Background: an optimization exercise with open tools, aiming at small area and a short achievable clock period. Do not read the settings as production practice.
Where RTL was checked, it was by simulation tests only, not by an equivalence proof against the original.
The clock port is modelled as an ideal driver; clocking choices that lean on that would not hold on a real chip.
Power and IR drop assume default switching activity.

==> inputs of v29 <==
## bnn_layer
module bnn_layer #(
    parameter N = 32,
    parameter NEURONS = 16
)(
    input wire clk,
    input wire rst,
    input wire valid_in,
    input wire [N-1:0] input_vector,
    input wire [NEURONS*N-1:0] weights_flat,
    input wire [8*NEURONS-1:0] thresholds_flat,
    output wire [NEURONS-1:0] output_vector,
    output wire valid_out,
    output wire [8*NEURONS-1:0] debug_popcounts
);
export LEC_CHECK = 0
export CAP_MARGIN = 20
export CORE_AREA = 2 2 243 243
export CTS_CLUSTER_DIAMETER = 150
export CTS_CLUSTER_SIZE = 20
export DIE_AREA = 0 0 245 245
export SLEW_MARGIN = 20
export SYNTH_HIERARCHICAL = 1
export SYNTH_MINIMUM_KEEP_SIZE = 0
create_clock -name core_clock -period 9.0 [get_ports {clk}]
standard.sh (not shown) runs the stock make flow with config.mk's settings and CLKGATE_MAP_FILE= SYNTH_SCRIPT=/design/flow/synth_recipe.tcl, a recipe that flattens the netlist after the stock synthesis.
==> flow/flow/run.sh <==
#!/bin/bash
# Own layout flow: the standard flow (standard synthesis unchanged), with
#  - port buffers made from the smallest buffer cell instead of the resizer's default,
#  - input_vector port buffers (16 loads each) enlarged after repair_design,
#  - timing repair aimed below the clock period (SETUP_SLACK_MARGIN).
# Each tool's output goes to the ORFS logs under orfs/logs; make's output to flow_standard.log.
set -euo pipefail
export BUFFER_PORTS_ARGS="-buffer_cell sky130_fd_sc_hd__buf_1"
export SETUP_SLACK_MARGIN=5.9
export FLOW_INBUF_CELL=sky130_fd_sc_hd__buf_8
export POST_RESIZE_TCL="$PWD/flow/post_resize.tcl"
bash standard.sh finish > flow_standard.log 2>&1 || { tail -50 flow_standard.log; exit 1; }
tail -5 flow_standard.log
==> flow/flow/post_resize.tcl <==
# Drive each input_vector bit (16 loads spread over the layout) with larger
# buffers than repair_design picks: every buffer between the port and the
# loads is resized. The port itself is an ideal driver.
set n 0
set block [ord::get_db_block]
foreach port [get_ports input_vector*] {
  set nets [list [[$block findBTerm [get_full_name $port]] getNet]]
  while { [llength $nets] } {
    set net [lindex $nets 0]
    set nets [lrange $nets 1 end]
    foreach it [$net getITerms] {
      if { ![$it isInputSignal] } { continue }
      set inst [$it getInst]
      if { [string match "sky130_fd_sc_hd__*buf_*" [[$inst getMaster] getName]] } {
        replace_cell [get_cells [$inst getName]] $::env(FLOW_INBUF_CELL)
        incr n
        foreach ot [$inst getITerms] {
          if { [$ot isOutputSignal] && [$ot getNet] ne "NULL" } { lappend nets [$ot getNet] }
        }
      }
    }
  }
}
puts "post_resize: resized $n input_vector buffers to $::env(FLOW_INBUF_CELL)"
==> v36: changes against v29 <==
--- a/flow/flow/run.sh
+++ b/flow/flow/run.sh
@@ -6,7 +6,7 @@
 # Each tool's output goes to the ORFS logs under orfs/logs; make's output to flow_standard.log.
 set -euo pipefail
 export BUFFER_PORTS_ARGS="-buffer_cell sky130_fd_sc_hd__buf_1"
-export SETUP_SLACK_MARGIN=5.9
+export SETUP_SLACK_MARGIN=6.0
 export FLOW_INBUF_CELL=sky130_fd_sc_hd__buf_8
 export POST_RESIZE_TCL="$PWD/flow/post_resize.tcl"
 bash standard.sh finish > flow_standard.log 2>&1 || { tail -50 flow_standard.log; exit 1; }
Settings changed: CORE_AREA 2 2 243 243 to 2 2 253 253, CTS_CLUSTER_DIAMETER 150 to 80, CTS_CLUSTER_SIZE 20 to 24, DIE_AREA 0 0 245 245 to 0 0 255 255.
==> qor summary <==
Avg Vias per Cell: v29 5.224; v36 5.035
Relative slew margins: v29 63.18%; v36 57.30%
Final worst setup slack: v29 5958 ps; v36 6014 ps
Global routing met3 resource utilization: v29 6.320%; v36 5.756%
Critical register-to-register path endpoint: v29 neuron_array[11].neuron_inst.popcount[4]; v36 neuron_array[9].neuron_inst.out
Sequential portion of the cell area: v29 29.16%; v36 26.36%
Global Route met2 Usage: v29 53.30%; v36 50.86%
Setup Skew: v29 17.05 ps; v36 13.50 ps
Post-route insts no fill: v29 3524; v36 3656
Diodes inserted: v29 20; v36 29
Worst path slowest cell: v29 sky130_fd_sc_hd__dfxtp_1; v36 sky130_fd_sc_hd__fa_1
Period utilization: v29 33.80%; v36 33.17%
Status: v29 timing/DRC/antenna clean; v36 timing/DRC/antenna clean
Clock network power: v29 1.21 mW; v36 1.52 mW
Launching element of the worst setup path: v29 neuron_array[1].neuron_inst.popcount[3]; v36 input_vector[14]
Static leakage: v29 11.32 nW; v36 12.84 nW
Pin count of the biggest net entering global routing: v29 22; v36 25
Number of global-route vias before repair: v29 20.11k; v36 20.02k
Effective utilization at floorplan: v29 45.19%; v36 41.48%
Power attributed to combinational cells: v29 7.40 mW; v36 7.79 mW
Clock network area share: v29 2.233%; v36 3.039%

========
==> 10-23 <==
==> flow/design.v <==
module neuron_unit (
    input wire clk,
    input wire [31:0] inputs,
    input wire [31:0] weights,
    input wire [7:0] threshold,
    output reg out,
    output reg [5:0] popcount
);
    wire [31:0] x = ~(inputs ^ weights);
    wire [6:0] thr0 = {|threshold[7:6], threshold[5:0]};
    wire n1;
    wire n2;
    wire n3;
    wire n4;
    wire n5;
    wire n6;
    wire n7;
    wire n8;
    wire n9;
    wire n10;
    wire n11;
    wire n12;
    wire n13;
    wire n14;
    wire n15;
    wire n16;
    wire n17;
    wire n18;
    wire n19;
    wire n20;
    wire n21;
    wire n22;
    wire n23;
    wire n24;
    wire n25;
    wire n26;
    wire n27;
    wire n28;
    wire n29;
    wire n30;
    wire n31;
    wire n32;
    wire n33;
    wire n34;
    wire n35;
    wire n36;
    wire n37;
    wire n38;
    wire n39;
    wire n40;
    wire n41;
    wire n42;
    wire n43;
    wire n44;
    wire n45;
    wire n46;
    wire n47;
    wire n48;
    wire n49;
    wire n50;
    wire n51;
    wire n52;
    wire n53;
    wire n54;
    wire n55;
    wire n56;
    wire n57;
    wire n58;
    wire n59;
    wire n60;
    wire n61;
    wire n62;
    reg r0_n21;
    reg r0_n23;
    reg r0_n25;
    reg r0_n27;
    reg r0_n8;
    reg r0_n22;
    reg r0_n24;
    reg r0_n26;
    reg r0_n28;
    reg r0_n29;
    reg r0_n31;
    reg r0_n33;
    reg r0_n30;
    reg r0_n32;
    reg r0_n34;
    reg [6:0] r0_thr;
    fa_cell un1 (.a(x[0]), .b(x[10]), .c(x[11]), .s(n1), .co(n2));
    fa_cell un3 (.a(x[12]), .b(x[13]), .c(x[14]), .s(n3), .co(n4));
    fa_cell un5 (.a(x[15]), .b(x[16]), .c(x[17]), .s(n5), .co(n6));
    fa_cell un7 (.a(x[18]), .b(x[19]), .c(x[1]), .s(n7), .co(n8));
    fa_cell un9 (.a(x[20]), .b(x[21]), .c(x[22]), .s(n9), .co(n10));
    fa_cell un11 (.a(x[23]), .b(x[24]), .c(x[25]), .s(n11), .co(n12));
    fa_cell un13 (.a(x[26]), .b(x[27]), .c(x[28]), .s(n13), .co(n14));
    fa_cell un15 (.a(x[29]), .b(x[2]), .c(x[30]), .s(n15), .co(n16));
    fa_cell un17 (.a(x[31]), .b(x[3]), .c(x[4]), .s(n17), .co(n18));
    fa_cell un19 (.a(x[5]), .b(x[6]), .c(x[7]), .s(n19), .co(n20));
    fa_cell un21 (.a(x[8]), .b(x[9]), .c(n1), .s(n21), .co(n22));
    fa_cell un23 (.a(n11), .b(n13), .c(n15), .s(n23), .co(n24));
    fa_cell un25 (.a(n17), .b(n19), .c(n3), .s(n25), .co(n26));
    fa_cell un27 (.a(n5), .b(n7), .c(n9), .s(n27), .co(n28));
    fa_cell un29 (.a(n10), .b(n12), .c(n14), .s(n29), .co(n30));
    fa_cell un31 (.a(n16), .b(n18), .c(n2), .s(n31), .co(n32));
    fa_cell un33 (.a(n20), .b(n4), .c(n6), .s(n33), .co(n34));
    fa_cell un35 (.a(r0_n21), .b(r0_n23), .c(r0_n25), .s(n35), .co(n36));
    ha_cell un37 (.a(r0_n27), .b(n35), .s(n37), .co(n38));
    fa_cell un39 (.a(r0_n22), .b(r0_n24), .c(r0_n26), .s(n39), .co(n40));
    fa_cell un41 (.a(r0_n28), .b(r0_n29), .c(r0_n31), .s(n41), .co(n42));
    fa_cell un43 (.a(r0_n33), .b(r0_n8), .c(n36), .s(n43), .co(n44));
    fa_cell un45 (.a(n39), .b(n41), .c(n38), .s(n45), .co(n46));
    ha_cell un47 (.a(n43), .b(n45), .s(n47), .co(n48));
    fa_cell un49 (.a(r0_n30), .b(r0_n32), .c(r0_n34), .s(n49), .co(n50));
    fa_cell un51 (.a(n40), .b(n42), .c(n49), .s(n51), .co(n52));
    fa_cell un53 (.a(n44), .b(n51), .c(n46), .s(n53), .co(n54));
    ha_cell un55 (.a(n48), .b(n53), .s(n55), .co(n56));
    fa_cell un57 (.a(n50), .b(n52), .c(n54), .s(n57), .co(n58));
    ha_cell un59 (.a(n56), .b(n57), .s(n59), .co(n60));
    ha_cell un61 (.a(n58), .b(n60), .s(n61), .co(n62));
    always @(posedge clk) begin
        r0_n21 <= n21;
        r0_n23 <= n23;
        r0_n25 <= n25;
        r0_n27 <= n27;
        r0_n8 <= n8;
        r0_n22 <= n22;
        r0_n24 <= n24;
        r0_n26 <= n26;
        r0_n28 <= n28;
        r0_n29 <= n29;
        r0_n31 <= n31;
        r0_n33 <= n33;
        r0_n30 <= n30;
        r0_n32 <= n32;
        r0_n34 <= n34;
        r0_thr <= thr0;
    end
    wire [5:0] p = {n62, n61, n59, n55, n47, n37};
    wire [6:0] g;
    assign g[0] = 1'b1;
    genvar k;
    generate for (k = 0; k < 6; k = k + 1) begin : cmp
        assign g[k+1] = (p[k] & ~r0_thr[k]) | (p[k] & g[k]) | (~r0_thr[k] & g[k]);
    end endgenerate
    wire fire = ~r0_thr[6] & g[6];
    always @(posedge clk) begin
        out <= fire;
        popcount <= p;
    end
endmodule
module fa_cell (input wire a, input wire b, input wire c, output wire s, output wire co);
    assign s = a ^ b ^ c;
    assign co = (a & b) | (a & c) | (b & c);
endmodule
module ha_cell (input wire a, input wire b, output wire s, output wire co);
    assign s = a ^ b;
    assign co = a & b;
endmodule
module bnn_layer #(
    parameter N = 32,
    parameter NEURONS = 16
)(
    input wire clk,
    input wire rst,
    input wire valid_in,
    input wire [N-1:0] input_vector,
    input wire [NEURONS*N-1:0] weights_flat,
    input wire [8*NEURONS-1:0] thresholds_flat,
    output wire [NEURONS-1:0] output_vector,
    output wire valid_out,
    output wire [8*NEURONS-1:0] debug_popcounts
);
    genvar i;
    generate
        for (i = 0; i < NEURONS; i = i + 1) begin : neuron_array
            wire [5:0] pc;
            neuron_unit neuron_inst (
                .clk(clk),
                .inputs(input_vector),
                .weights(weights_flat[32*i +: 32]),
                .threshold(thresholds_flat[8*i +: 8]),
                .out(output_vector[i]),
                .popcount(pc)
            );
            assign debug_popcounts[8*i +: 8] = {2'b00, pc};
        end
    endgenerate
    reg [1:0] vld;
    always @(posedge clk or posedge rst) begin
        if (rst) vld <= 2'd0;
        else vld <= {vld[0:0], valid_in};
    end
    assign valid_out = vld[1];
endmodule
==> flow/flow/run.sh <==
#!/bin/bash
# Own layout flow: the standard flow (standard synthesis unchanged), with the
# port buffers made from the smallest buffer cell instead of the resizer's default.
set -euo pipefail
export BUFFER_PORTS_ARGS="-buffer_cell sky130_fd_sc_hd__buf_1"
export SETUP_SLACK_MARGIN=5.6
bash standard.sh finish > flow_standard.log 2>&1 || { tail -50 flow_standard.log; exit 1; }
tail -5 flow_standard.log
==> flow/standard.sh <==
#!/bin/bash
# synth_recipe.tcl (not shown) runs the flow's synth.tcl, then flattens the netlist and writes it again
# the make line also repeats each setting of config.mk as NAME=value (left out here)
make -C /OpenROAD-flow-scripts/flow DESIGN_CONFIG=/design/flow/config.mk WORK_HOME=/design/flow/orfs CLKGATE_MAP_FILE= SYNTH_SCRIPT=/design/flow/synth_recipe.tcl "${@:-finish}"
==> flow/config.mk <==
export PLATFORM = sky130hd
export DESIGN_NAME = bnn_layer
export DESIGN_NICKNAME = bnn_layer
export VERILOG_FILES = /design/flow/design.v
export SDC_FILE = /design/flow/constraint.sdc
export NUM_CORES = 4
export LEC_CHECK = 0
export CAP_MARGIN = 20
export CORE_AREA = 2 2 288 288
export CTS_BUF_LIST = sky130_fd_sc_hd__clkbuf_4 sky130_fd_sc_hd__clkbuf_8
export DIE_AREA = 0 0 290 290
export SLEW_MARGIN = 20
export SYNTH_HIERARCHICAL = 1
export SYNTH_MINIMUM_KEEP_SIZE = 0
==> flow/constraint.sdc <==
create_clock -name core_clock -period 9.0 [get_ports {clk}]
set_input_delay 1.8000 -clock core_clock [delete_from_list [all_inputs] [get_ports {clk}]]
set_output_delay 1.8000 -clock core_clock [all_outputs]
set_load 0.01 [all_outputs]
==> 04-09: changes against 10-23 <==
==> flow/design.v, changed modules only <==
module neuron_unit (
    input wire clk,
    input wire [31:0] inputs,
    input wire [31:0] weights,
    input wire [7:0] threshold,
    output reg out,
    output reg [5:0] popcount
);
    wire [31:0] x = ~(inputs ^ weights);
    wire n1;
    wire n2;
    wire n3;
    wire n4;
    wire n5;
    wire n6;
    wire n7;
    wire n8;
    wire n9;
    wire n10;
    wire n11;
    wire n12;
    wire n13;
    wire n14;
    wire n15;
    wire n16;
    wire n17;
    wire n18;
    wire n19;
    wire n20;
    wire n21;
    wire n22;
    wire n23;
    wire n24;
    wire n25;
    wire n26;
    wire n27;
    wire n28;
    wire n29;
    wire n30;
    wire n31;
    wire n32;
    wire n33;
    wire n34;
    wire n35;
    wire n36;
    wire n37;
    wire n38;
    wire n39;
    wire n40;
    wire n41;
    wire n42;
    wire n43;
    wire n44;
    wire n45;
    wire n46;
    wire n47;
    wire n48;
    wire n49;
    wire n50;
    wire n51;
    wire n52;
    wire n53;
    wire n54;
    wire n55;
    wire n56;
    wire n57;
    wire n58;
    wire n59;
    wire n60;
    wire n61;
    wire n62;
    wire n63;
    wire n64;
    wire n65;
    reg r_n21;
    reg r_n23;
    reg r_n25;
    reg r_n27;
    reg r_n8;
    reg r_n22;
    reg r_n24;
    reg r_n26;
    reg r_n28;
    reg r_n29;
    reg r_n31;
    reg r_n33;
    reg r_n30;
    reg r_n32;
    reg r_n34;
    reg [5:0] r_thr;
    fa_cell un1 (.a(x[0]), .b(x[10]), .c(x[11]), .s(n1), .co(n2));
    fa_cell un3 (.a(x[12]), .b(x[13]), .c(x[14]), .s(n3), .co(n4));
    fa_cell un5 (.a(x[15]), .b(x[16]), .c(x[17]), .s(n5), .co(n6));
    fa_cell un7 (.a(x[18]), .b(x[19]), .c(x[1]), .s(n7), .co(n8));
    fa_cell un9 (.a(x[20]), .b(x[21]), .c(x[22]), .s(n9), .co(n10));
    fa_cell un11 (.a(x[23]), .b(x[24]), .c(x[25]), .s(n11), .co(n12));
    fa_cell un13 (.a(x[26]), .b(x[27]), .c(x[28]), .s(n13), .co(n14));
    fa_cell un15 (.a(x[29]), .b(x[2]), .c(x[30]), .s(n15), .co(n16));
    fa_cell un17 (.a(x[31]), .b(x[3]), .c(x[4]), .s(n17), .co(n18));
    fa_cell un19 (.a(x[5]), .b(x[6]), .c(x[7]), .s(n19), .co(n20));
    fa_cell un21 (.a(x[8]), .b(x[9]), .c(n1), .s(n21), .co(n22));
    fa_cell un23 (.a(n11), .b(n13), .c(n15), .s(n23), .co(n24));
    fa_cell un25 (.a(n17), .b(n19), .c(n3), .s(n25), .co(n26));
    fa_cell un27 (.a(n5), .b(n7), .c(n9), .s(n27), .co(n28));
    fa_cell un29 (.a(n10), .b(n12), .c(n14), .s(n29), .co(n30));
    fa_cell un31 (.a(n16), .b(n18), .c(n2), .s(n31), .co(n32));
    fa_cell un33 (.a(n20), .b(n4), .c(n6), .s(n33), .co(n34));
    always @(posedge clk) begin
        r_n21 <= n21;
        r_n23 <= n23;
        r_n25 <= n25;
        r_n27 <= n27;
        r_n8 <= n8;
        r_n22 <= n22;
        r_n24 <= n24;
        r_n26 <= n26;
        r_n28 <= n28;
        r_n29 <= n29;
        r_n31 <= n31;
        r_n33 <= n33;
        r_n30 <= n30;
        r_n32 <= n32;
        r_n34 <= n34;
        r_thr <= {threshold[5:3] | {3{|threshold[7:6]}}, threshold[2:0]};
    end
    fa_cell un35 (.a(r_n21), .b(r_n23), .c(r_n25), .s(n35), .co(n36));
    ha_cell un37 (.a(n35), .b(r_n27), .s(n37), .co(n38));
    fa_cell un39 (.a(r_n8), .b(r_n22), .c(r_n24), .s(n39), .co(n40));
    fa_cell un41 (.a(r_n26), .b(r_n28), .c(r_n29), .s(n41), .co(n42));
    fa_cell un43 (.a(r_n31), .b(r_n33), .c(n36), .s(n43), .co(n44));
    fa_cell un45 (.a(n39), .b(n41), .c(n38), .s(n45), .co(n46));
    ha_cell un47 (.a(n43), .b(n45), .s(n47), .co(n48));
    fa_cell un49 (.a(r_n30), .b(r_n32), .c(r_n34), .s(n49), .co(n50));
    fa_cell un51 (.a(n40), .b(n42), .c(n49), .s(n51), .co(n52));
    fa_cell un53 (.a(n44), .b(n51), .c(n46), .s(n53), .co(n54));
    ha_cell un55 (.a(n48), .b(n53), .s(n55), .co(n56));
    fa_cell un57 (.a(n50), .b(n52), .c(n54), .s(n57), .co(n58));
    ha_cell un59 (.a(n57), .b(n56), .s(n59), .co(n60));
    ha_cell un61 (.a(n58), .b(n60), .s(n61), .co(n62));
    assign n63 = n37 | ~r_thr[0];
    maj_cell un64 (.a(n47), .b(~r_thr[1]), .c(n63), .y(n64));
    maj_cell un65 (.a(n55), .b(~r_thr[2]), .c(n64), .y(n65));
    wire G1 = n50 | n52 | n54;
    wire G2 = (n50 & n52) | (n50 & n54) | (n52 & n54);
    wire G3 = n50 & n52 & n54;
    wire [2:0] th = r_thr[5:3];
    wire ok = 1'b1;
    wire A0 = ok & ((th == 3'd0 & G1) | (th == 3'd1 & G2) | (th == 3'd2 & G3));
    wire A1 = ok & ((th == 3'd0) | (th == 3'd1 & G1) | (th == 3'd2 & G2) | (th == 3'd3 & G3));
    wire A2 = ok & ((th <= 3'd1) | (th == 3'd2 & G1) | (th == 3'd3 & G2) | (th == 3'd4 & G3));
    wire fire;
    sel_cell usel (.a0(A0), .a1(A1), .a2(A2), .d(n56), .l(n65), .y(fire));
    wire [5:0] p = {n62, n61, n59, n55, n47, n37};
    always @(posedge clk) begin
        out <= fire;
        popcount <= p;
    end
endmodule
module maj_cell (input wire a, input wire b, input wire c, output wire y);
    assign y = (a & b) | (a & c) | (b & c);
endmodule
module sel_cell (input wire a0, input wire a1, input wire a2, input wire d, input wire l, output wire y);
    assign y = a0 | (a1 & (d | l)) | (a2 & d & l);
endmodule
module bnn_layer #(
    parameter N = 32,
    parameter NEURONS = 16
)(
    input wire clk,
    input wire rst,
    input wire valid_in,
    input wire [N-1:0] input_vector,
    input wire [NEURONS*N-1:0] weights_flat,
    input wire [8*NEURONS-1:0] thresholds_flat,
    output wire [NEURONS-1:0] output_vector,
    output wire valid_out,
    output wire [8*NEURONS-1:0] debug_popcounts
);
    genvar i;
    generate
        for (i = 0; i < NEURONS; i = i + 1) begin : neuron_array
            wire [5:0] pc;
            neuron_unit neuron_inst (
                .clk(clk),
                .inputs(input_vector),
                .weights(weights_flat[32*i +: 32]),
                .threshold(thresholds_flat[8*i +: 8]),
                .out(output_vector[i]),
                .popcount(pc)
            );
            assign debug_popcounts[8*i +: 8] = {2'b00, pc};
        end
    endgenerate
    reg [1:0] vld;
    always @(posedge clk or posedge rst) begin
        if (rst) vld <= 2'd0;
        else vld <= {vld[0], valid_in};
    end
    assign valid_out = vld[1];
endmodule
==> flow/flow/run.sh (replaced) <==
#!/bin/bash
# Own layout flow: the standard flow (standard synthesis unchanged), with
#  - port buffers made from the smallest buffer cell instead of the resizer's default,
#  - input_vector port buffers (16 loads each) enlarged after repair_design,
#  - timing repair aimed below the clock period (SETUP_SLACK_MARGIN).
# Each tool's output goes to the ORFS logs under orfs/logs; make's output to flow_standard.log.
set -euo pipefail
export BUFFER_PORTS_ARGS="-buffer_cell sky130_fd_sc_hd__buf_1"
export SETUP_SLACK_MARGIN=5.9
export FLOW_INBUF_CELL=sky130_fd_sc_hd__buf_8
export POST_RESIZE_TCL="$PWD/flow/post_resize.tcl"
bash standard.sh finish > flow_standard.log 2>&1 || { tail -50 flow_standard.log; exit 1; }
tail -5 flow_standard.log
==> flow/flow/post_resize.tcl (new file) <==
# Drive each input_vector bit (16 loads spread over the layout) with larger
# buffers than repair_design picks: every buffer between the port and the
# loads is resized. The port itself is an ideal driver.
set n 0
set block [ord::get_db_block]
foreach port [get_ports input_vector*] {
  set nets [list [[$block findBTerm [get_full_name $port]] getNet]]
  while { [llength $nets] } {
    set net [lindex $nets 0]
    set nets [lrange $nets 1 end]
    foreach it [$net getITerms] {
      if { ![$it isInputSignal] } { continue }
      set inst [$it getInst]
      if { [string match "sky130_fd_sc_hd__*buf_*" [[$inst getMaster] getName]] } {
        replace_cell [get_cells [$inst getName]] $::env(FLOW_INBUF_CELL)
        incr n
        foreach ot [$inst getITerms] {
          if { [$ot isOutputSignal] && [$ot getNet] ne "NULL" } { lappend nets [$ot getNet] }
        }
      }
    }
  }
}
puts "post_resize: resized $n input_vector buffers to $::env(FLOW_INBUF_CELL)"
Settings changed: CORE_AREA 2 2 288 288 to 2 2 243 243, CTS_BUF_LIST sky130_fd_sc_hd__clkbuf_4 sky130_fd_sc_hd__clkbuf_8 to not set, CTS_CLUSTER_DIAMETER set to 100, CTS_CLUSTER_SIZE set to 20, DIE_AREA 0 0 290 290 to 0 0 245 245.
==> 01-18: changes against 10-23 <==
==> flow/design.v, changed modules only <==
module neuron_unit (
    input wire clk,
    input wire [31:0] inputs,
    input wire [31:0] weights,
    input wire [7:0] threshold,
    output wire out,
    output wire [5:0] popcount
);
    wire [31:0] x = ~(inputs ^ weights);
    wire [6:0] thr0 = {|threshold[7:6], threshold[5:0]};
    wire n1;
    wire n2;
    wire n3;
    wire n4;
    wire n5;
    wire n6;
    wire n7;
    wire n8;
    wire n9;
    wire n10;
    wire n11;
    wire n12;
    wire n13;
    wire n14;
    wire n15;
    wire n16;
    wire n17;
    wire n18;
    wire n19;
    wire n20;
    wire n21;
    wire n22;
    wire n23;
    wire n24;
    wire n25;
    wire n26;
    wire n27;
    wire n28;
    wire n29;
    wire n30;
    wire n31;
    wire n32;
    wire n33;
    wire n34;
    wire n35;
    wire n36;
    wire n37;
    wire n38;
    wire n39;
    wire n40;
    wire n41;
    wire n42;
    wire n43;
    wire n44;
    wire n45;
    wire n46;
    wire n47;
    wire n48;
    wire n49;
    wire n50;
    wire n51;
    wire n52;
    wire n53;
    wire n54;
    wire n55;
    wire n56;
    wire n57;
    wire n58;
    wire n59;
    wire n60;
    wire n61;
    wire n62;
    reg r0_n27;
    reg r0_n29;
    reg r0_n33;
    reg r0_n35;
    reg r0_n30;
    reg r0_n37;
    reg r0_n39;
    reg r0_n38;
    reg r0_n40;
    reg r0_n41;
    reg r0_n42;
    reg [6:0] r0_thr;
    fa_cell un1 (.a(x[0]), .b(x[10]), .c(x[11]), .s(n1), .co(n2));
    fa_cell un3 (.a(x[12]), .b(x[13]), .c(x[14]), .s(n3), .co(n4));
    fa_cell un5 (.a(x[15]), .b(x[16]), .c(x[17]), .s(n5), .co(n6));
    fa_cell un7 (.a(x[18]), .b(x[19]), .c(x[1]), .s(n7), .co(n8));
    fa_cell un9 (.a(x[20]), .b(x[21]), .c(x[22]), .s(n9), .co(n10));
    fa_cell un11 (.a(x[23]), .b(x[24]), .c(x[25]), .s(n11), .co(n12));
    fa_cell un13 (.a(x[26]), .b(x[27]), .c(x[28]), .s(n13), .co(n14));
    fa_cell un15 (.a(x[29]), .b(x[2]), .c(x[30]), .s(n15), .co(n16));
    fa_cell un17 (.a(x[31]), .b(x[3]), .c(x[4]), .s(n17), .co(n18));
    fa_cell un19 (.a(x[5]), .b(x[6]), .c(x[7]), .s(n19), .co(n20));
    fa_cell un21 (.a(x[8]), .b(x[9]), .c(n1), .s(n21), .co(n22));
    fa_cell un23 (.a(n11), .b(n13), .c(n15), .s(n23), .co(n24));
    fa_cell un25 (.a(n17), .b(n19), .c(n3), .s(n25), .co(n26));
    fa_cell un27 (.a(n5), .b(n7), .c(n9), .s(n27), .co(n28));
    fa_cell un29 (.a(n21), .b(n23), .c(n25), .s(n29), .co(n30));
    fa_cell un31 (.a(n10), .b(n12), .c(n14), .s(n31), .co(n32));
    fa_cell un33 (.a(n16), .b(n18), .c(n2), .s(n33), .co(n34));
    fa_cell un35 (.a(n20), .b(n4), .c(n6), .s(n35), .co(n36));
    fa_cell un37 (.a(n8), .b(n22), .c(n24), .s(n37), .co(n38));
    fa_cell un39 (.a(n26), .b(n28), .c(n31), .s(n39), .co(n40));
    fa_cell un41 (.a(n32), .b(n34), .c(n36), .s(n41), .co(n42));
    ha_cell un43 (.a(r0_n27), .b(r0_n29), .s(n43), .co(n44));
    fa_cell un45 (.a(r0_n30), .b(r0_n33), .c(r0_n35), .s(n45), .co(n46));
    fa_cell un47 (.a(r0_n37), .b(r0_n39), .c(n44), .s(n47), .co(n48));
    ha_cell un49 (.a(n45), .b(n47), .s(n49), .co(n50));
    fa_cell un51 (.a(r0_n38), .b(r0_n40), .c(r0_n41), .s(n51), .co(n52));
    fa_cell un53 (.a(n46), .b(n51), .c(n48), .s(n53), .co(n54));
    ha_cell un55 (.a(n50), .b(n53), .s(n55), .co(n56));
    fa_cell un57 (.a(r0_n42), .b(n52), .c(n54), .s(n57), .co(n58));
    ha_cell un59 (.a(n56), .b(n57), .s(n59), .co(n60));
    ha_cell un61 (.a(n58), .b(n60), .s(n61), .co(n62));
    always @(posedge clk) begin
        r0_n27 <= n27;
        r0_n29 <= n29;
        r0_n33 <= n33;
        r0_n35 <= n35;
        r0_n30 <= n30;
        r0_n37 <= n37;
        r0_n39 <= n39;
        r0_n38 <= n38;
        r0_n40 <= n40;
        r0_n41 <= n41;
        r0_n42 <= n42;
        r0_thr <= thr0;
    end
    wire [5:0] p = {n62, n61, n59, n55, n49, n43};
    wire [6:0] g;
    assign g[0] = 1'b1;
    genvar k;
    generate for (k = 0; k < 6; k = k + 1) begin : cmp
        assign g[k+1] = (p[k] & ~r0_thr[k]) | (p[k] & g[k]) | (~r0_thr[k] & g[k]);
    end endgenerate
    wire fire = ~r0_thr[6] & g[6];
    assign out = fire;
    assign popcount = p;
endmodule
module bnn_layer #(
    parameter N = 32,
    parameter NEURONS = 16
)(
    input wire clk,
    input wire rst,
    input wire valid_in,
    input wire [N-1:0] input_vector,
    input wire [NEURONS*N-1:0] weights_flat,
    input wire [8*NEURONS-1:0] thresholds_flat,
    output wire [NEURONS-1:0] output_vector,
    output wire valid_out,
    output wire [8*NEURONS-1:0] debug_popcounts
);
    genvar i;
    generate
        for (i = 0; i < NEURONS; i = i + 1) begin : neuron_array
            wire [5:0] pc;
            neuron_unit neuron_inst (
                .clk(clk),
                .inputs(input_vector),
                .weights(weights_flat[32*i +: 32]),
                .threshold(thresholds_flat[8*i +: 8]),
                .out(output_vector[i]),
                .popcount(pc)
            );
            assign debug_popcounts[8*i +: 8] = {2'b00, pc};
        end
    endgenerate
    reg vld;
    always @(posedge clk or posedge rst) begin
        if (rst) vld <= 1'b0;
        else vld <= valid_in;
    end
    assign valid_out = vld;
endmodule
--- a/flow/flow/run.sh
+++ b/flow/flow/run.sh
@@ -4,5 +4,4 @@
 set -euo pipefail
 export BUFFER_PORTS_ARGS="-buffer_cell sky130_fd_sc_hd__buf_1"
-export SETUP_SLACK_MARGIN=5.6
 bash standard.sh finish > flow_standard.log 2>&1 || { tail -50 flow_standard.log; exit 1; }
 tail -5 flow_standard.log
Settings changed: CTS_BUF_LIST sky130_fd_sc_hd__clkbuf_4 sky130_fd_sc_hd__clkbuf_8 to not set.
==> 11-14: changes against 10-23 <==
--- a/flow/flow/run.sh
+++ b/flow/flow/run.sh
@@ -4,5 +4,5 @@
 set -euo pipefail
 export BUFFER_PORTS_ARGS="-buffer_cell sky130_fd_sc_hd__buf_1"
-export SETUP_SLACK_MARGIN=5.6
+export SETUP_SLACK_MARGIN=6.0
 bash standard.sh finish > flow_standard.log 2>&1 || { tail -50 flow_standard.log; exit 1; }
 tail -5 flow_standard.log
Settings changed: CTS_BUF_LIST sky130_fd_sc_hd__clkbuf_4 sky130_fd_sc_hd__clkbuf_8 to not set.
==> impl_metrics.py <==
metrics = {
    "run_status": {
        "status": "complete, no violations",
    },
    "finish": {
        "final_area_um2": 34930,
        "instances_no_fill": 3749,
        "multi_input_cells": 1200,
    },
    "setup_path": {
        "cp.arrival_ns": 3.94,
    },
    "die": {
        "rows": 104,
    },
    "clock_tree": {
        "cts_buffers": 54,
        "cts_root_buffer": "clkbuf_16",
    },
}
-- figures above: 11-14

==> impl_metrics.py <==
metrics = {
    "finish": {
        "instances_no_fill": 3769,
        "final_area_um2": 31720,
        "reg_top3": "neuron_array.neuron_inst.r0_thr (112), neuron_array.neuron_inst.popcount (96)",
    },
    "die": {
        "rows": 104,
    },
    "clock_tree": {
        "cts_buffers": 87,
        "cts_root_buffer": "clkbuf_8",
    },
    "run_status": {
        "status": "complete, no violations",
    },
    "setup_path": {
        "cp.arrival_ns": 4.00,
    },
}
-- figures above: 10-23

==> impl_metrics.py <==
metrics = {
    "die": {
        "rows": 88,
    },
    "run_status": {
        "status": "complete, no violations",
    },
    "finish": {
        "instances_no_fill": 3528,
        "multi_input_cells": 1424,
        "final_area_um2": 30970,
    },
    "timing": {
        "tightest_slew_ns": 0.5959,
    },
    "yosys": {
        "synth-async-reset-ratio_pct": 0.4444,
    },
    "clock_tree": {
        "cts_root_buffer": "clkbuf_16",
        "cts_buffers": 27,
    },
}
-- figures above: 04-09

==> impl_metrics.py <==
metrics = {
    "run_status": {
        "status": "complete, no violations",
    },
    "setup_path": {
        "cp.arrival_ns": 3.74,
    },
    "finish": {
        "instances_no_fill": 3516,
        "final_area_um2": 27230,
        "multi_input_cells": 1200,
    },
    "clock_tree": {
        "cts_root_buffer": "clkbuf_16",
        "cts_buffers": 38,
    },
    "die": {
        "rows": 104,
    },
}
-- figures above: 01-18

For 01-18, only the layout was checked, not whether the RTL still works.

port drivers added, routing unchanged:
How much do the figures lean on ideal ports? The routed layouts below were timed once more, with nothing changed but the port constraints. Step 1: set_driving_cell puts a clkbuf_16 on clk and a buf_2 on each other input, an assumption about the parent block. Step 2, shift: input delay + t, output delay - t, t = (earliest + latest rising clock arrival at the registers) / 2. This alone moves slack from input paths to output paths. Slacks: no drivers / after step 1 / after step 2; pairs: no drivers / after step 1.
| run | shift t [ns] | setup slack, ns | worst setup path after step 2 | latest minus earliest clock arrival (ns) | slew at the worst register clock pin (ns) |
|---|---|---|---|---|---|
| v29 | 0.642 | 5.958 / 5.895 / 5.486 | input to register | 0.023 / 0.024 | 0.09 / 0.09 |
| v36 | 0.673 | 6.014 / 5.965 / 5.359 | input to register | 0.022 / 0.022 | 0.09 / 0.09 |
| 10-23 | 0.719 | 5.538 / 5.573 / 4.854 | input to register | 0.044 / 0.044 | 0.07 / 0.07 |
| 04-09 | 0.647 | 5.952 / 5.887 / 5.483 | input to register | 0.031 / 0.032 | 0.09 / 0.09 |
| 01-18 | 0.607 | 3.459 / 3.394 / 4.001 | register to output | 0.020 / 0.020 | 0.06 / 0.06 |
| 11-14 | 0.649 | 5.566 / 5.566 / 5.367 | input to register | 0.016 / 0.016 | 0.07 / 0.07 |
After both steps every run listed still meets setup and hold. The setup slack of 10-23, which loses most, moves by +0.035 ns with the drivers and by -0.684 ns with both steps.
